Context: an optimization exercise on an open-source flow, tuned for small area. The choices shown serve that exercise and are no tape-out recipe.
The RTL was checked by simulation tests, not by an equivalence proof against the original design.
No driver is modelled on the clock port, so clocking that relies on it looks cheaper here than on a real chip.

==> run Z: inputs <==
==> flow/design.v (excerpt) <==
module draw_line(clk, rst_n, wea, x, y, m, b, dir, range, index_rd, line_x, line_y, finish);
Settings: LEC_CHECK=0, CAP_MARGIN=20, CORE_MARGIN=2, CORE_UTILIZATION=40, SLEW_MARGIN=20, SYNTH_HIERARCHICAL=1, SYNTH_MINIMUM_KEEP_SIZE=0; clock period 14.0 ns.
standard.sh (not shown) runs the stock make flow with config.mk's settings and CLKGATE_MAP_FILE= SYNTH_SCRIPT=/design/flow/synth_recipe.tcl, a recipe that flattens the netlist after the stock synthesis.
==> flow/flow/run.sh <==
#!/bin/bash
# The standard layout (the standard.sh: the standard synthesis and ORFS
# from floorplan to finish), with these changes to how the layout is made:
#  - at the start of the floorplan step, flow/downsize.tcl swaps every
#    combinational cell for the smallest cell of the same function; the
#    timing repair of the floorplan and later steps sizes up what is needed;
#  - the port buffers that global placement adds to every input and output
#    are sky130_fd_sc_hd__buf_1 cells instead of the default buffer;
#  - clock tree synthesis adds no dummy loads and uses clkbuf_8 buffers.
# make's full output goes to flow_make.log in this folder.
set -euo pipefail
here=$(pwd)
bash standard.sh \
  "PRE_FLOORPLAN_TCL=$here/flow/downsize.tcl" \
  "BUFFER_PORTS_ARGS=-buffer_cell sky130_fd_sc_hd__buf_1" \
  "CTS_ARGS=-sink_clustering_enable -repair_clock_nets -dont_use_dummy_load -buf_list sky130_fd_sc_hd__clkbuf_8" \
  finish > flow_make.log 2>&1
==> flow/flow/downsize.tcl <==
# Sized-down start for the resizer: every combinational cell of the
# synthesized netlist is swapped for the smallest cell of the same function
# (same name but for the drive-strength suffix). Registers, tie cells and
# buffers are left as they are. The floorplan's and later stages' timing
# repair then size up what the timing needs.
set db [ord::get_db]
set n 0
set saved 0.0
foreach inst [[ord::get_db_block] getInsts] {
  set mname [[$inst getMaster] getName]
  if {![regexp {^(sky130_fd_sc_hd__([a-z0-9]+))_([0-9]+)$} $mname -> base func drive]} { continue }
  if {[regexp {^(df|edf|sdf|sed|dl|conb|buf|clkbuf|clkdly|dlygate|tap|fill|decap|diode)} $func]} { continue }
  set cur [$inst getMaster]
  set best $cur
  set best_area [expr {[$cur getWidth] * [$cur getHeight]}]
  foreach d {0 1 2 4 6 8 12 16} {
    set cand [$db findMaster "${base}_$d"]
    if {$cand == "NULL" || $cand == ""} { continue }
    set a [expr {[$cand getWidth] * [$cand getHeight]}]
    if {$a < $best_area} { set best $cand; set best_area $a }
  }
  if {$best != $cur} {
    set saved [expr {$saved + [$cur getWidth] * [$cur getHeight] - $best_area}]
    $inst swapMaster $best
    incr n
  }
}
puts "downsize.tcl: swapped $n cells to their smallest size, [expr {$saved / 1e6}] um2 less"
==> run G: changes against run Z <==
--- a/flow/design.v
+++ b/flow/design.v
@@ -6,15 +6,15 @@
 input      [31:0] index_rd;
 output     [31:0] line_x, line_y;
 output     reg finish;
 reg        [31:0] cnt, cnt_upd;
 reg        [31:0] x_reg, m_reg, acc;
 reg               mv, dec;
 reg        [4:0]  idx;
-reg        [1:0]  ph;
+reg        [2:0]  ph;
 genvar gi;
 wire [32:0] ltc;
 assign ltc[0] = 1'b0;
 generate for (gi = 0; gi < 32; gi = gi + 1) begin : g_lt
     assign ltc[gi+1] = (range[gi] & ~cnt[gi]) | (range[gi] & ltc[gi]) | (~cnt[gi] & ltc[gi]);
 end endgenerate
 wire        lt = ltc[32];
@@ -33,40 +33,42 @@
         cnt_upd <= cnt;
         finish  <= !lt;
     end
 end
 wire        start  = wea && !rst_n;
 always @(posedge clk) begin
     if (start)
-        ph <= 2'd0;
-    else if (ph != 2'd3)
-        ph <= ph + 2'd1;
+        ph <= 3'd0;
+    else if (!ph[2])
+        ph <= ph + 3'd1;
 end
-wire        rd   = !start && ph == 2'd3;
+wire        rd   = ph[2];
+wire [1:0]  st   = ph[1:0];
 wire        dneg = rd && dec;
 wire [4:0]  kz   = mv ? idx : 5'd0;
 always @(posedge clk) begin
-    if (start || ph != 2'd3)
-        m_reg <= start ? {m[23:0], m[31:24]} : {m_reg[23:0], m_reg[31:24]};
+    if (start || !rd)
+        m_reg <= start ? m : {m_reg[23:0], m_reg[31:24]};
 end
-wire [31:0] mmask = (ph == 2'd0) ? 32'hFFFFFF00 :
-                    (ph == 2'd1) ? 32'hFFFF0000 :
-                    (ph == 2'd2) ? 32'hFF000000 : 32'hFFFFFFFF;
-wire [31:0] mop = start ? m : (m_reg & mmask);
+wire [2:0]  keep;
+assign keep[0] = rd || st == 2'd0;
+assign keep[1] = rd || st <= 2'd1;
+assign keep[2] = rd || st <= 2'd2;
+wire [31:0] mop = m_reg & {8'hFF, {8{keep[2]}}, {8{keep[1]}}, {8{keep[0]}}};
+wire [31:0] aop = acc;
 reg  [7:0]  wop;
 reg         wm1;
-wire [31:0] aop = start ? b : acc;
 always @(*) begin
-    if (start) begin
-        wop = x[7:0];  wm1 = 1'b0;
-    end else case (ph)
-        2'd0: begin wop = x_reg[15:8];  wm1 = x_reg[7];  end
-        2'd1: begin wop = x_reg[23:16]; wm1 = x_reg[15]; end
-        2'd2: begin wop = x_reg[31:24]; wm1 = x_reg[23]; end
-        default: begin wop = {3'd0, kz}; wm1 = 1'b0; end
+    if (rd) begin
+        wop = {3'd0, kz};      wm1 = 1'b0;
+    end else case (st)
+        2'd0: begin wop = x_reg[7:0];   wm1 = 1'b0;      end
+        2'd1: begin wop = x_reg[15:8];  wm1 = x_reg[7];  end
+        2'd2: begin wop = x_reg[23:16]; wm1 = x_reg[15]; end
+        default: begin wop = x_reg[31:24]; wm1 = x_reg[23]; end
     endcase
 end
 wire [31:0] mac;
 wire [3:0] one, two, neg;
 wire [31:0] mopn = ~mop;
 wire [8:0] wx = {wop, wm1};
 assign one[0] = wx[1] ^ wx[0];
@@ -519,108 +521,108 @@
 wire t210;
 wire t211;
 dl_fa u211 (.a(t108), .b(t113), .c(t209), .s(t210), .co(t211));
 wire t212;
 wire t213;
 dl_fa u213 (.a(t114), .b(t119), .c(t211), .s(t212), .co(t213));
 wire t214;
-assign t214 = t198 ^ t197;
 wire t215;
-assign t215 = t200 ^ (t197 & t198);
+dl_fa u215 (.a(t120), .b(t125), .c(t213), .s(t214), .co(t215));
 wire t216;
-assign t216 = t198 & t200;
 wire t217;
-assign t217 = t202 ^ (t197 & t216);
+dl_fa u217 (.a(t126), .b(t131), .c(t215), .s(t216), .co(t217));
 wire t218;
-assign t218 = t216 & t202;
 wire t219;
-assign t219 = t204 ^ (t197 & t218);
+dl_fa u219 (.a(t132), .b(t137), .c(t217), .s(t218), .co(t219));
 wire t220;
-assign t220 = t218 & t204;
 wire t221;
-assign t221 = t206 ^ (t197 & t220);
+dl_fa u221 (.a(t138), .b(t143), .c(t219), .s(t220), .co(t221));
 wire t222;
-assign t222 = t220 & t206;
 wire t223;
-assign t223 = t208 ^ (t197 & t222);
+dl_fa u223 (.a(t144), .b(t149), .c(t221), .s(t222), .co(t223));
 wire t224;
-assign t224 = t222 & t208;
 wire t225;
-assign t225 = t210 ^ (t197 & t224);
+dl_fa u225 (.a(t150), .b(t155), .c(t223), .s(t224), .co(t225));
 wire t226;
-assign t226 = t224 & t210;
 wire t227;
-assign t227 = t212 ^ (t197 & t226);
+dl_fa u227 (.a(t156), .b(t161), .c(t225), .s(t226), .co(t227));
 wire t228;
-assign t228 = t226 & t212;
+dl_fa u228 (.a(t162), .b(t165), .c(t227), .s(t228), .co());
 wire t229;
-assign t229 = t213 | (t197 & t228);
+assign t229 = t198 ^ t197;
 wire t230;
+assign t230 = t200 ^ (t197 & t198);
 wire t231;
-dl_ha u231 (.a(t120), .b(t125), .s(t230), .co(t231));
+assign t231 = t198 & t200;
 wire t232;
+assign t232 = t202 ^ (t197 & t231);
 wire t233;
-dl_fa u233 (.a(t126), .b(t131), .c(t231), .s(t232), .co(t233));
+assign t233 = t231 & t202;
 wire t234;
+assign t234 = t204 ^ (t197 & t233);
 wire t235;
-dl_fa u235 (.a(t132), .b(t137), .c(t233), .s(t234), .co(t235));
+assign t235 = t233 & t204;
 wire t236;
+assign t236 = t206 ^ (t197 & t235);
 wire t237;
-dl_fa u237 (.a(t138), .b(t143), .c(t235), .s(t236), .co(t237));
+assign t237 = t235 & t206;
 wire t238;
+assign t238 = t208 ^ (t197 & t237);
 wire t239;
-dl_fa u239 (.a(t144), .b(t149), .c(t237), .s(t238), .co(t239));
+assign t239 = t237 & t208;
 wire t240;
+assign t240 = t210 ^ (t197 & t239);
 wire t241;
-dl_fa u241 (.a(t150), .b(t155), .c(t239), .s(t240), .co(t241));
+assign t241 = t239 & t210;
 wire t242;
+assign t242 = t212 ^ (t197 & t241);
 wire t243;
-dl_fa u243 (.a(t156), .b(t161), .c(t241), .s(t242), .co(t243));
+assign t243 = t241 & t212;
 wire t244;
-dl_fa u244 (.a(t162), .b(t165), .c(t243), .s(t244), .co());
+assign t244 = t214 ^ (t197 & t243);
 wire t245;
-assign t245 = t230 ^ t229;
+assign t245 = t243 & t214;
 wire t246;
-assign t246 = t232 ^ (t229 & t230);
+assign t246 = t216 ^ (t197 & t245);
 wire t247;
-assign t247 = t230 & t232;
+assign t247 = t245 & t216;
 wire t248;
-assign t248 = t234 ^ (t229 & t247);
+assign t248 = t218 ^ (t197 & t247);
 wire t249;
-assign t249 = t247 & t234;
+assign t249 = t247 & t218;
 wire t250;
-assign t250 = t236 ^ (t229 & t249);
+assign t250 = t220 ^ (t197 & t249);
 wire t251;
-assign t251 = t249 & t236;
+assign t251 = t249 & t220;
 wire t252;
-assign t252 = t238 ^ (t229 & t251);
+assign t252 = t222 ^ (t197 & t251);
 wire t253;
-assign t253 = t251 & t238;
+assign t253 = t251 & t222;
 wire t254;
-assign t254 = t240 ^ (t229 & t253);
+assign t254 = t224 ^ (t197 & t253);
 wire t255;
-assign t255 = t253 & t240;
+assign t255 = t253 & t224;
 wire t256;
-assign t256 = t242 ^ (t229 & t255);
+assign t256 = t226 ^ (t197 & t255);
 wire t257;
-assign t257 = t255 & t242;
+assign t257 = t255 & t226;
 wire t258;
-assign t258 = t244 ^ (t229 & t257);
-assign mac = {t258, t256, t254, t252, t250, t248, t246, t245, t227, t225, t223, t221, t219, t217, t215, t214, t196, t194, t192, t190, t188, t186, t184, t182, t180, t178, t176, t174, t172, t170, t168, t166};
+assign t258 = t228 ^ (t197 & t257);
+assign mac = {t258, t256, t254, t252, t250, t248, t246, t244, t242, t240, t238, t236, t234, t232, t230, t229, t196, t194, t192, t190, t188, t186, t184, t182, t180, t178, t176, t174, t172, t170, t168, t166};
 always @(posedge clk) begin
     if (start) begin
         x_reg <= x;
         dec   <= (dir == 32'd0);
         mv    <= (dir == 32'd0) || (dir == 32'd1);
     end
-    if (start || ph != 2'd3)
-        acc <= mac;
+    if (start || !rd)
+        acc <= start ? b : mac;
     idx <= index_rd[4:0];
 end
-wire [32:0] lxc;
+wire [5:0]  lxc;
 assign lxc[0] = dec;
 generate for (gi = 0; gi < 5; gi = gi + 1) begin : g_lxl
     dl_fa u (.a(x_reg[gi]), .b(kz[gi] ^ dec), .c(lxc[gi]), .s(line_x[gi]), .co(lxc[gi+1]));
 end endgenerate
 wire        lxu = lxc[5] ^ dec;
 wire [27:0] lxh;
 assign lxh[0] = lxu;
==> flow/flow/run.sh (replaced) <==
#!/bin/bash
# The standard layout (the standard.sh: the standard synthesis and ORFS
# from floorplan to finish), with these changes to how the layout is made:
#  - at the start of the floorplan step, flow/downsize.tcl swaps every
#    combinational cell for the smallest cell of the same function; the
#    timing repair of the floorplan and later steps sizes up what is needed;
#  - the port buffers that global placement adds to every input and output
#    are sky130_fd_sc_hd__buf_1 cells instead of the default buffer;
set -euo pipefail
here=$(pwd)
bash standard.sh \
  "PRE_FLOORPLAN_TCL=$here/flow/downsize.tcl" \
  "POST_CTS_TCL=$here/flow/clkfix.tcl" \
  "BUFFER_PORTS_ARGS=-buffer_cell sky130_fd_sc_hd__buf_1" \
  "CTS_ARGS=-sink_clustering_enable -repair_clock_nets -dont_use_dummy_load -buf_list sky130_fd_sc_hd__clkbuf_8" \
  finish > flow_make.log 2>&1
==> flow/flow/clkfix.tcl (new file) <==
estimate_parasitics -placement
set fix [dict create]
foreach p [get_pins -hierarchical */CLK] {
  set v [get_property $p slew_max_rise]
  set v2 [get_property $p slew_max_fall]
  if {$v2 > $v} { set v $v2 }
  if {$v > 0.115} {
    foreach d [get_pins -of_objects [get_nets -of_objects $p] -filter "direction==output"] {
      dict set fix [get_full_name [get_cells -of_objects $d]] 1
    }
  }
}
set n 0
foreach name [dict keys $fix] {
  set inst [get_cells $name]
  if {[string match "sky130_fd_sc_hd__clkbuf_*" [get_property $inst ref_name]] &&
      [get_property $inst ref_name] ne "sky130_fd_sc_hd__clkbuf_16"} {
    replace_cell $inst sky130_fd_sc_hd__clkbuf_16
    incr n
  }
}
if {$n > 0} {
  detailed_placement
  estimate_parasitics -placement
}
puts "clkfix.tcl: swapped $n clock buffers for clkbuf_16"
==> qor summary <==
item	run G	run Z
Post-route cell area	14200 µm²	14700 µm²
Outcome	timing/DRC/antenna clean	timing/DRC/antenna clean
Via density per instance	5.21	5.25
Maximum single-stage delay on the critical path	0.51 ns	0.41 ns
Synth Instances	1134	1122
Area growth from synthesis to layout	13.1%	16.8%
Clock buffers and inverters, area share	1.65%	1.59%
Most common cell on crit path	sky130_fd_sc_hd__fa_1	sky130_fd_sc_hd__fa_2
Highest routing layer actually used	met5	met4
Highest fanout seen on the critical path	8	6
Slowest stage cell, crit path	sky130_fd_sc_hd__fa_1	sky130_fd_sc_hd__or3_4
Proportion of final cell area spent on non-clock buffers	7.98%	9.94%
Minimum hold slack	0.380 ns	0.379 ns
Min-Delay Startpoint	cnt[23]$_DFF_PN0_	cnt[0]$_DFF_PN0_
Total Routed Length	31600 µm	32500 µm
Starting density of the core	40.8%	40.9%

* * *

==> wip/onyx <==
draw_line, a different RTL version from the one above (not shown whole).
export LEC_CHECK = 0
export CAP_MARGIN = 20
export CORE_MARGIN = 2
export CORE_UTILIZATION = 40
export SLEW_MARGIN = 20
export SYNTH_HIERARCHICAL = 1
export SYNTH_MINIMUM_KEEP_SIZE = 0
create_clock -name core_clock -period 14.0 [get_ports {clk}]
==> flow/flow/run.sh <==
#!/bin/bash
# The standard layout (the standard.sh: the standard synthesis and ORFS
# from floorplan to finish), with these changes to how the layout is made:
#  - at the start of the floorplan step, flow/downsize.tcl swaps every
#    combinational cell for the smallest cell of the same function; the
#    timing repair of the floorplan and later steps sizes up what is needed;
#  - the port buffers that global placement adds to every input and output
#    are sky130_fd_sc_hd__buf_1 cells instead of the default buffer;
#  - clock tree synthesis adds no dummy loads and uses clkbuf_8 buffers.
# make's full output goes to flow_make.log in this folder.
set -euo pipefail
here=$(pwd)
bash standard.sh \
  "PRE_FLOORPLAN_TCL=$here/flow/downsize.tcl" \
  "BUFFER_PORTS_ARGS=-buffer_cell sky130_fd_sc_hd__buf_1" \
  "CTS_ARGS=-sink_clustering_enable -repair_clock_nets -dont_use_dummy_load -buf_list sky130_fd_sc_hd__clkbuf_8" \
  finish > flow_make.log 2>&1
Scripts as last shown in full above: flow/flow/downsize.tcl
==> wip/lagoon: changes against wip/onyx <==
--- a/flow/design.v
+++ b/flow/design.v
@@ -7,13 +7,13 @@
 output     [31:0] line_x, line_y;
 output     reg finish;
 reg        [31:0] cnt, cnt_upd;
 reg        [31:0] x_reg, m_reg, acc;
 reg               mv, dec;
 reg        [4:0]  idx;
-reg        [1:0]  ph;
+reg        [2:0]  ph;
 genvar gi;
 wire [32:0] ltc;
 assign ltc[0] = 1'b0;
 generate for (gi = 0; gi < 32; gi = gi + 1) begin : g_lt
     assign ltc[gi+1] = (range[gi] & ~cnt[gi]) | (range[gi] & ltc[gi]) | (~cnt[gi] & ltc[gi]);
 end endgenerate
@@ -34,38 +34,40 @@
         finish  <= !lt;
     end
 end
 wire        start  = wea && !rst_n;
 always @(posedge clk) begin
     if (start)
-        ph <= 2'd0;
-    else if (ph != 2'd3)
-        ph <= ph + 2'd1;
+        ph <= 3'd0;
+    else if (!ph[2])
+        ph <= ph + 3'd1;
 end
-wire        rd   = !start && ph == 2'd3;
+wire        rd   = ph[2];
+wire [1:0]  st   = ph[1:0];
 wire        dneg = rd && dec;
 wire [4:0]  kz   = mv ? idx : 5'd0;
 always @(posedge clk) begin
-    if (start || ph != 2'd3)
-        m_reg <= start ? {m[23:0], m[31:24]} : {m_reg[23:0], m_reg[31:24]};
+    if (start || !rd)
+        m_reg <= start ? m : {m_reg[23:0], m_reg[31:24]};
 end
-wire [31:0] mmask = (ph == 2'd0) ? 32'hFFFFFF00 :
-                    (ph == 2'd1) ? 32'hFFFF0000 :
-                    (ph == 2'd2) ? 32'hFF000000 : 32'hFFFFFFFF;
-wire [31:0] mop = start ? m : (m_reg & mmask);
+wire [2:0]  keep;
+assign keep[0] = rd || st == 2'd0;
+assign keep[1] = rd || st <= 2'd1;
+assign keep[2] = rd || st <= 2'd2;
+wire [31:0] mop = m_reg & {8'hFF, {8{keep[2]}}, {8{keep[1]}}, {8{keep[0]}}};
+wire [31:0] aop = acc;
 reg  [7:0]  wop;
 reg         wm1;
-wire [31:0] aop = start ? b : acc;
 always @(*) begin
-    if (start) begin
-        wop = x[7:0];  wm1 = 1'b0;
-    end else case (ph)
-        2'd0: begin wop = x_reg[15:8];  wm1 = x_reg[7];  end
-        2'd1: begin wop = x_reg[23:16]; wm1 = x_reg[15]; end
-        2'd2: begin wop = x_reg[31:24]; wm1 = x_reg[23]; end
-        default: begin wop = {3'd0, kz}; wm1 = 1'b0; end
+    if (rd) begin
+        wop = {3'd0, kz};      wm1 = 1'b0;
+    end else case (st)
+        2'd0: begin wop = x_reg[7:0];   wm1 = 1'b0;      end
+        2'd1: begin wop = x_reg[15:8];  wm1 = x_reg[7];  end
+        2'd2: begin wop = x_reg[23:16]; wm1 = x_reg[15]; end
+        default: begin wop = x_reg[31:24]; wm1 = x_reg[23]; end
     endcase
 end
 wire [31:0] mac;
 wire [3:0] one, two, neg;
 wire [31:0] mopn = ~mop;
 wire [8:0] wx = {wop, wm1};
@@ -625,17 +627,17 @@
 always @(posedge clk) begin
     if (start) begin
         x_reg <= x;
         dec   <= (dir == 32'd0);
         mv    <= (dir == 32'd0) || (dir == 32'd1);
     end
-    if (start || ph != 2'd3)
-        acc <= mac;
+    if (start || !rd)
+        acc <= start ? b : mac;
     idx <= index_rd[4:0];
 end
-wire [32:0] lxc;
+wire [5:0]  lxc;
 assign lxc[0] = dec;
 generate for (gi = 0; gi < 5; gi = gi + 1) begin : g_lxl
     dl_fa u (.a(x_reg[gi]), .b(kz[gi] ^ dec), .c(lxc[gi]), .s(line_x[gi]), .co(lxc[gi+1]));
 end endgenerate
 wire        lxu = lxc[5] ^ dec;
 wire [27:0] lxh;
==> flow/flow/run.sh (replaced) <==
#!/bin/bash
# The standard layout (the standard.sh: the standard synthesis and ORFS
# from floorplan to finish), with these changes to how the layout is made:
#  - at the start of the floorplan step, flow/downsize.tcl swaps every
#    combinational cell for the smallest cell of the same function; the
#    timing repair of the floorplan and later steps sizes up what is needed;
#  - the port buffers that global placement adds to every input and output
#    are sky130_fd_sc_hd__buf_1 cells instead of the default buffer;
set -euo pipefail
here=$(pwd)
bash standard.sh \
  "PRE_FLOORPLAN_TCL=$here/flow/downsize.tcl" \
  "POST_CTS_TCL=$here/flow/clkfix.tcl" \
  "BUFFER_PORTS_ARGS=-buffer_cell sky130_fd_sc_hd__buf_1" \
  "CTS_ARGS=-sink_clustering_enable -repair_clock_nets -dont_use_dummy_load -buf_list sky130_fd_sc_hd__clkbuf_8" \
  finish > flow_make.log 2>&1
==> flow/flow/clkfix.tcl (new file) <==
estimate_parasitics -placement
set fix [dict create]
foreach p [get_pins -hierarchical */CLK] {
  set v [get_property $p slew_max_rise]
  set v2 [get_property $p slew_max_fall]
  if {$v2 > $v} { set v $v2 }
  if {$v > 0.115} {
    foreach d [get_pins -of_objects [get_nets -of_objects $p] -filter "direction==output"] {
      dict set fix [get_full_name [get_cells -of_objects $d]] 1
    }
  }
}
set n 0
foreach name [dict keys $fix] {
  set inst [get_cells $name]
  if {[string match "sky130_fd_sc_hd__clkbuf_*" [get_property $inst ref_name]] &&
      [get_property $inst ref_name] ne "sky130_fd_sc_hd__clkbuf_16"} {
    replace_cell $inst sky130_fd_sc_hd__clkbuf_16
    incr n
  }
}
if {$n > 0} {
  detailed_placement
  estimate_parasitics -placement
}
puts "clkfix.tcl: swapped $n clock buffers for clkbuf_16"
==> wip/indigo: changes against wip/onyx <==
--- a/flow/design.v
+++ b/flow/design.v
@@ -7,13 +7,13 @@
 output     [31:0] line_x, line_y;
 output     reg finish;
 reg        [31:0] cnt, cnt_upd;
 reg        [31:0] x_reg, m_reg, acc;
 reg               mv, dec;
 reg        [4:0]  idx;
-reg        [1:0]  ph;
+reg        [2:0]  ph;
 genvar gi;
 wire [32:0] ltc;
 assign ltc[0] = 1'b0;
 generate for (gi = 0; gi < 32; gi = gi + 1) begin : g_lt
     assign ltc[gi+1] = (range[gi] & ~cnt[gi]) | (range[gi] & ltc[gi]) | (~cnt[gi] & ltc[gi]);
 end endgenerate
@@ -34,41 +34,53 @@
         finish  <= !lt;
     end
 end
 wire        start  = wea && !rst_n;
 always @(posedge clk) begin
     if (start)
-        ph <= 2'd0;
-    else if (ph != 2'd3)
-        ph <= ph + 2'd1;
+        ph <= 3'd0;
+    else if (!ph[2])
+        ph <= ph + 3'd1;
 end
-wire        rd   = !start && ph == 2'd3;
+wire        rd   = ph[2];
+wire [1:0]  st   = ph[1:0];
 wire        dneg = rd && dec;
 wire [4:0]  kz   = mv ? idx : 5'd0;
+wire        s_ld   = start;
+wire        s_step = !start && !rd;
+wire        s_hold = !start && rd;
+wire [31:0] m_nx, acc_nx;
+wire [31:0] mac;
+generate for (gi = 0; gi < 32; gi = gi + 1) begin : g_mx
+    dl_mux3 um (.h(m_reg[gi]), .l(m[gi]), .r(m_reg[(gi + 24) % 32]),
+                .sh(s_hold), .sl(s_ld), .sr(s_step), .y(m_nx[gi]));
+    dl_mux3 ua (.h(acc[gi]), .l(b[gi]), .r(mac[gi]),
+                .sh(s_hold), .sl(s_ld), .sr(s_step), .y(acc_nx[gi]));
+end endgenerate
 always @(posedge clk) begin
-    if (start || ph != 2'd3)
-        m_reg <= start ? {m[23:0], m[31:24]} : {m_reg[23:0], m_reg[31:24]};
+    m_reg <= m_nx;
+    acc   <= acc_nx;
 end
-wire [31:0] mmask = (ph == 2'd0) ? 32'hFFFFFF00 :
-                    (ph == 2'd1) ? 32'hFFFF0000 :
-                    (ph == 2'd2) ? 32'hFF000000 : 32'hFFFFFFFF;
-wire [31:0] mop = start ? m : (m_reg & mmask);
+wire [2:0]  keep;
+assign keep[0] = rd || st == 2'd0;
+assign keep[1] = rd || st <= 2'd1;
+assign keep[2] = rd || st <= 2'd2;
+wire [31:0] mop = m_reg & {8'hFF, {8{keep[2]}}, {8{keep[1]}}, {8{keep[0]}}};
+wire [31:0] aop = acc;
 reg  [7:0]  wop;
 reg         wm1;
-wire [31:0] aop = start ? b : acc;
 always @(*) begin
-    if (start) begin
-        wop = x[7:0];  wm1 = 1'b0;
-    end else case (ph)
-        2'd0: begin wop = x_reg[15:8];  wm1 = x_reg[7];  end
-        2'd1: begin wop = x_reg[23:16]; wm1 = x_reg[15]; end
-        2'd2: begin wop = x_reg[31:24]; wm1 = x_reg[23]; end
-        default: begin wop = {3'd0, kz}; wm1 = 1'b0; end
+    if (rd) begin
+        wop = {3'd0, kz};      wm1 = 1'b0;
+    end else case (st)
+        2'd0: begin wop = x_reg[7:0];   wm1 = 1'b0;      end
+        2'd1: begin wop = x_reg[15:8];  wm1 = x_reg[7];  end
+        2'd2: begin wop = x_reg[23:16]; wm1 = x_reg[15]; end
+        default: begin wop = x_reg[31:24]; wm1 = x_reg[23]; end
     endcase
 end
-wire [31:0] mac;
 wire [3:0] one, two, neg;
 wire [31:0] mopn = ~mop;
 wire [8:0] wx = {wop, wm1};
 assign one[0] = wx[1] ^ wx[0];
 assign two[0] = (wx[2] & ~wx[1] & ~wx[0]) | (~wx[2] & wx[1] & wx[0]);
 assign neg[0] = wx[2] ^ dneg;
@@ -625,29 +637,32 @@
 always @(posedge clk) begin
     if (start) begin
         x_reg <= x;
         dec   <= (dir == 32'd0);
         mv    <= (dir == 32'd0) || (dir == 32'd1);
     end
-    if (start || ph != 2'd3)
-        acc <= mac;
     idx <= index_rd[4:0];
 end
-wire [32:0] lxc;
+wire [5:0]  lxc;
 assign lxc[0] = dec;
 generate for (gi = 0; gi < 5; gi = gi + 1) begin : g_lxl
     dl_fa u (.a(x_reg[gi]), .b(kz[gi] ^ dec), .c(lxc[gi]), .s(line_x[gi]), .co(lxc[gi+1]));
 end endgenerate
 wire        lxu = lxc[5] ^ dec;
 wire [27:0] lxh;
 assign lxh[0] = lxu;
 generate for (gi = 0; gi < 27; gi = gi + 1) begin : g_lxh
     dl_ud u (.x(x_reg[5+gi]), .dec(dec), .c(lxh[gi]), .y(line_x[5+gi]), .co(lxh[gi+1]));
 end endgenerate
 assign line_y = mac;
 endmodule
+module dl_mux3(h, l, r, sh, sl, sr, y);
+input  h, l, r, sh, sl, sr;
+output y;
+assign y = (h & sh) | (l & sl) | (r & sr);
+endmodule
 module dl_fa(a, b, c, s, co);
 input  a, b, c;
 output s, co;
 assign s  = a ^ b ^ c;
 assign co = (a & b) | (a & c) | (b & c);
 endmodule
==> flow/flow/run.sh (replaced) <==
#!/bin/bash
# The standard layout (the standard.sh: the standard synthesis and ORFS
# from floorplan to finish), with these changes to how the layout is made:
#  - at the start of the floorplan step, flow/downsize.tcl swaps every
#    combinational cell for the smallest cell of the same function; the
#    timing repair of the floorplan and later steps sizes up what is needed;
#  - the port buffers that global placement adds to every input and output
#    are sky130_fd_sc_hd__buf_1 cells instead of the default buffer;
set -euo pipefail
here=$(pwd)
bash standard.sh \
  "PRE_FLOORPLAN_TCL=$here/flow/downsize.tcl" \
  "POST_CTS_TCL=$here/flow/clkfix.tcl" \
  "BUFFER_PORTS_ARGS=-buffer_cell sky130_fd_sc_hd__buf_1" \
  "CTS_ARGS=-sink_clustering_enable -repair_clock_nets -dont_use_dummy_load -buf_list sky130_fd_sc_hd__clkbuf_8" \
  finish > flow_make.log 2>&1
==> flow/flow/clkfix.tcl (new file) <==
estimate_parasitics -placement
set fix [dict create]
foreach p [get_pins -hierarchical */CLK] {
  set v [get_property $p slew_max_rise]
  set v2 [get_property $p slew_max_fall]
  if {$v2 > $v} { set v $v2 }
  if {$v > 0.115} {
    foreach d [get_pins -of_objects [get_nets -of_objects $p] -filter "direction==output"] {
      dict set fix [get_full_name [get_cells -of_objects $d]] 1
    }
  }
}
set n 0
foreach name [dict keys $fix] {
  set inst [get_cells $name]
  if {[string match "sky130_fd_sc_hd__clkbuf_*" [get_property $inst ref_name]] &&
      [get_property $inst ref_name] ne "sky130_fd_sc_hd__clkbuf_16"} {
    replace_cell $inst sky130_fd_sc_hd__clkbuf_16
    incr n
  }
}
if {$n > 0} {
  detailed_placement
  estimate_parasitics -placement
}
puts "clkfix.tcl: swapped $n clock buffers for clkbuf_16"
- CORE_UTILIZATION: 40 -> 50
==> wip/delta: changes against wip/onyx <==
--- a/flow/design.v
+++ b/flow/design.v
@@ -7,13 +7,13 @@
 output     [31:0] line_x, line_y;
 output     reg finish;
 reg        [31:0] cnt, cnt_upd;
 reg        [31:0] x_reg, m_reg, acc;
 reg               mv, dec;
 reg        [4:0]  idx;
-reg        [1:0]  ph;
+reg        [2:0]  ph;
 genvar gi;
 wire [32:0] ltc;
 assign ltc[0] = 1'b0;
 generate for (gi = 0; gi < 32; gi = gi + 1) begin : g_lt
     assign ltc[gi+1] = (range[gi] & ~cnt[gi]) | (range[gi] & ltc[gi]) | (~cnt[gi] & ltc[gi]);
 end endgenerate
@@ -34,41 +34,53 @@
         finish  <= !lt;
     end
 end
 wire        start  = wea && !rst_n;
 always @(posedge clk) begin
     if (start)
-        ph <= 2'd0;
-    else if (ph != 2'd3)
-        ph <= ph + 2'd1;
+        ph <= 3'd0;
+    else if (!ph[2])
+        ph <= ph + 3'd1;
 end
-wire        rd   = !start && ph == 2'd3;
+wire        rd   = ph[2];
+wire [1:0]  st   = ph[1:0];
 wire        dneg = rd && dec;
 wire [4:0]  kz   = mv ? idx : 5'd0;
+wire        s_ld   = start;
+wire        s_step = !start && !rd;
+wire        s_hold = !start && rd;
+wire [31:0] m_nx, acc_nx;
+wire [31:0] mac;
+generate for (gi = 0; gi < 32; gi = gi + 1) begin : g_mx
+    dl_mux3 um (.h(m_reg[gi]), .l(m[gi]), .r(m_reg[(gi + 24) % 32]),
+                .sh(s_hold), .sl(s_ld), .sr(s_step), .y(m_nx[gi]));
+    dl_mux3 ua (.h(acc[gi]), .l(b[gi]), .r(mac[gi]),
+                .sh(s_hold), .sl(s_ld), .sr(s_step), .y(acc_nx[gi]));
+end endgenerate
 always @(posedge clk) begin
-    if (start || ph != 2'd3)
-        m_reg <= start ? {m[23:0], m[31:24]} : {m_reg[23:0], m_reg[31:24]};
+    m_reg <= m_nx;
+    acc   <= acc_nx;
 end
-wire [31:0] mmask = (ph == 2'd0) ? 32'hFFFFFF00 :
-                    (ph == 2'd1) ? 32'hFFFF0000 :
-                    (ph == 2'd2) ? 32'hFF000000 : 32'hFFFFFFFF;
-wire [31:0] mop = start ? m : (m_reg & mmask);
+wire [2:0]  keep;
+assign keep[0] = rd || st == 2'd0;
+assign keep[1] = rd || st <= 2'd1;
+assign keep[2] = rd || st <= 2'd2;
+wire [31:0] mop = m_reg & {8'hFF, {8{keep[2]}}, {8{keep[1]}}, {8{keep[0]}}};
+wire [31:0] aop = acc;
 reg  [7:0]  wop;
 reg         wm1;
-wire [31:0] aop = start ? b : acc;
 always @(*) begin
-    if (start) begin
-        wop = x[7:0];  wm1 = 1'b0;
-    end else case (ph)
-        2'd0: begin wop = x_reg[15:8];  wm1 = x_reg[7];  end
-        2'd1: begin wop = x_reg[23:16]; wm1 = x_reg[15]; end
-        2'd2: begin wop = x_reg[31:24]; wm1 = x_reg[23]; end
-        default: begin wop = {3'd0, kz}; wm1 = 1'b0; end
+    if (rd) begin
+        wop = {3'd0, kz};      wm1 = 1'b0;
+    end else case (st)
+        2'd0: begin wop = x_reg[7:0];   wm1 = 1'b0;      end
+        2'd1: begin wop = x_reg[15:8];  wm1 = x_reg[7];  end
+        2'd2: begin wop = x_reg[23:16]; wm1 = x_reg[15]; end
+        default: begin wop = x_reg[31:24]; wm1 = x_reg[23]; end
     endcase
 end
-wire [31:0] mac;
 wire [3:0] one, two, neg;
 wire [31:0] mopn = ~mop;
 wire [8:0] wx = {wop, wm1};
 assign one[0] = wx[1] ^ wx[0];
 assign two[0] = (wx[2] & ~wx[1] & ~wx[0]) | (~wx[2] & wx[1] & wx[0]);
 assign neg[0] = wx[2] ^ dneg;
@@ -625,29 +637,32 @@
 always @(posedge clk) begin
     if (start) begin
         x_reg <= x;
         dec   <= (dir == 32'd0);
         mv    <= (dir == 32'd0) || (dir == 32'd1);
     end
-    if (start || ph != 2'd3)
-        acc <= mac;
     idx <= index_rd[4:0];
 end
-wire [32:0] lxc;
+wire [5:0]  lxc;
 assign lxc[0] = dec;
 generate for (gi = 0; gi < 5; gi = gi + 1) begin : g_lxl
     dl_fa u (.a(x_reg[gi]), .b(kz[gi] ^ dec), .c(lxc[gi]), .s(line_x[gi]), .co(lxc[gi+1]));
 end endgenerate
 wire        lxu = lxc[5] ^ dec;
 wire [27:0] lxh;
 assign lxh[0] = lxu;
 generate for (gi = 0; gi < 27; gi = gi + 1) begin : g_lxh
     dl_ud u (.x(x_reg[5+gi]), .dec(dec), .c(lxh[gi]), .y(line_x[5+gi]), .co(lxh[gi+1]));
 end endgenerate
 assign line_y = mac;
 endmodule
+module dl_mux3(h, l, r, sh, sl, sr, y);
+input  h, l, r, sh, sl, sr;
+output y;
+assign y = (h & sh) | (l & sl) | (r & sr);
+endmodule
 module dl_fa(a, b, c, s, co);
 input  a, b, c;
 output s, co;
 assign s  = a ^ b ^ c;
 assign co = (a & b) | (a & c) | (b & c);
 endmodule
==> flow/flow/run.sh (replaced) <==
#!/bin/bash
# The standard layout (the standard.sh: the standard synthesis and ORFS
# from floorplan to finish), with these changes to how the layout is made:
#  - at the start of the floorplan step, flow/downsize.tcl swaps every
#    combinational cell for the smallest cell of the same function; the
#    timing repair of the floorplan and later steps sizes up what is needed;
#  - the port buffers that global placement adds to every input and output
#    are sky130_fd_sc_hd__buf_1 cells instead of the default buffer;
set -euo pipefail
here=$(pwd)
bash standard.sh \
  "PRE_FLOORPLAN_TCL=$here/flow/downsize.tcl" \
  "POST_CTS_TCL=$here/flow/clkfix.tcl" \
  "BUFFER_PORTS_ARGS=-buffer_cell sky130_fd_sc_hd__buf_1" \
  "CTS_ARGS=-sink_clustering_enable -repair_clock_nets -dont_use_dummy_load -buf_list sky130_fd_sc_hd__clkbuf_8" \
  finish > flow_make.log 2>&1
==> flow/flow/clkfix.tcl (new file) <==
estimate_parasitics -placement
set fix [dict create]
foreach p [get_pins -hierarchical */CLK] {
  set v [get_property $p slew_max_rise]
  set v2 [get_property $p slew_max_fall]
  if {$v2 > $v} { set v $v2 }
  if {$v > 0.115} {
    foreach d [get_pins -of_objects [get_nets -of_objects $p] -filter "direction==output"] {
      dict set fix [get_full_name [get_cells -of_objects $d]] 1
    }
  }
}
set n 0
foreach name [dict keys $fix] {
  set inst [get_cells $name]
  if {[string match "sky130_fd_sc_hd__clkbuf_*" [get_property $inst ref_name]] &&
      [get_property $inst ref_name] ne "sky130_fd_sc_hd__clkbuf_16"} {
    replace_cell $inst sky130_fd_sc_hd__clkbuf_16
    incr n
  }
}
if {$n > 0} {
  detailed_placement
  estimate_parasitics -placement
}
puts "clkfix.tcl: swapped $n clock buffers for clkbuf_16"
==> notes.md <==
Starting Density=0.404; CP max stage delay=480 ps; Mapped Area=12,600 sq um; GRT met3 Usage=0.0427; worst-case reg-to-reg path depth=25; outcome=finished clean; max_slew headroom=0.386; fraction of area in multi-input gates=0.518; Finished Layout Cells=1,812; hold path start=cnt[31]; met1 usage in global routing=0.278; HPWL after DPL=25,500 um; Final WS setup=469 ps; met2 wire len=15,700 um; P&R area growth vs syn=16.4%
the above is filed under wip/onyx

==> notes.md <==
family with the most delay on the worst path=adder cells; HPWL after DPL=22,900 um; multi-input gate count=766; fraction of area in multi-input gates=0.547; outcome=finished clean; Starting Density=0.512; Finished Layout Cells=1,627; met1 usage in global routing=0.351; met2 wire len=14,700 um; GRT met3 Usage=0.0443; worst endpoint data arrival time=10,350 ps; hold path start=cnt[29]; worst-case reg-to-reg path depth=28; Final WS setup=849 ps; max_slew headroom=0.293; Max-cap violations=0
the above is filed under wip/indigo

==> notes.md <==
worst-case reg-to-reg path depth=28; P&R area growth vs syn=11.9%; Finished Layout Cells=1,757; hold path start=cnt[3]; Final WS setup=729 ps; fraction of area in multi-input gates=0.531; Starting Density=0.403; met2 wire len=15,500 um; outcome=finished clean; GRT met3 Usage=0.0562; met1 usage in global routing=0.263; post-layout util=0.451; Mapped Area=12,600 sq um; max_slew headroom=0.226; CP max stage delay=730 ps
the above is filed under wip/lagoon

==> notes.md <==
outcome=finished clean; Finished Layout Cells=1,702; HPWL after DPL=23,700 um; fraction of area in multi-input gates=0.543; met2 wire len=14,400 um; commonest cells after routing, fill and taps aside=231 x buf_1, 178 x xor2_1, 123 x o22ai_1, 119 x fa_1, 104 x inv_1; design area=13,700 sq um; CP max stage delay=540 ps; worst endpoint data arrival time=9970 ps; max_slew headroom=0.486; GRT met3 Usage=0.0437; worst-case reg-to-reg path depth=30; Mapped Area=12,100 sq um; fmax=78.3 MHz; met1 usage in global routing=0.280; Final WS setup=1230 ps; area of the multi-input gates=7420 sq um; worst-margin pin slew=751 ps; P&R area growth vs syn=13.0%
the above is filed under wip/delta

==> separate check: timing with driven ports <==
The flow's constraints put no driver on any port. The routed layouts listed below were extracted and timed again, unchanged, in two steps.
Step 1 (the two cells are an assumption about what drives the block):
set clk [get_ports {clk}]
set_driving_cell -lib_cell sky130_fd_sc_hd__clkbuf_16 $clk
set_driving_cell -lib_cell sky130_fd_sc_hd__buf_2 [delete_from_list [all_inputs] $clk]
Step 2, shift: input delay + t, output delay - t, t = (earliest + latest rising clock arrival at the registers) / 2. This alone moves slack from input paths to output paths.
a / b / c = no drivers / after step 1 / after step 2; a / b = the first two.
run | shift t [ns] | slack for setup (ns) | worst slew at a driven data input, ns | pins driven straight from the clock port
run Z | 0.527 | 0.266 / 0.228 / 0.228 | 0.07 | 1
run G | 0.521 | 0.517 / 0.471 / 0.992 | 0.08 | 1
wip/onyx | 0.528 | 0.469 / 0.445 / 0.445 | 0.07 | 1
wip/lagoon | 0.518 | 0.729 / 0.685 / 1.204 | 0.08 | 1
wip/indigo | 0.496 | 0.849 / 0.802 / 1.298 | 0.07 | 1
wip/delta | 0.520 | 1.228 / 1.187 / 1.707 | 0.07 | 1
After both steps every run listed still meets setup and hold. For run Z, which loses most, drivers alone change the setup slack by -0.038 ns; drivers and shift together by -0.038 ns.
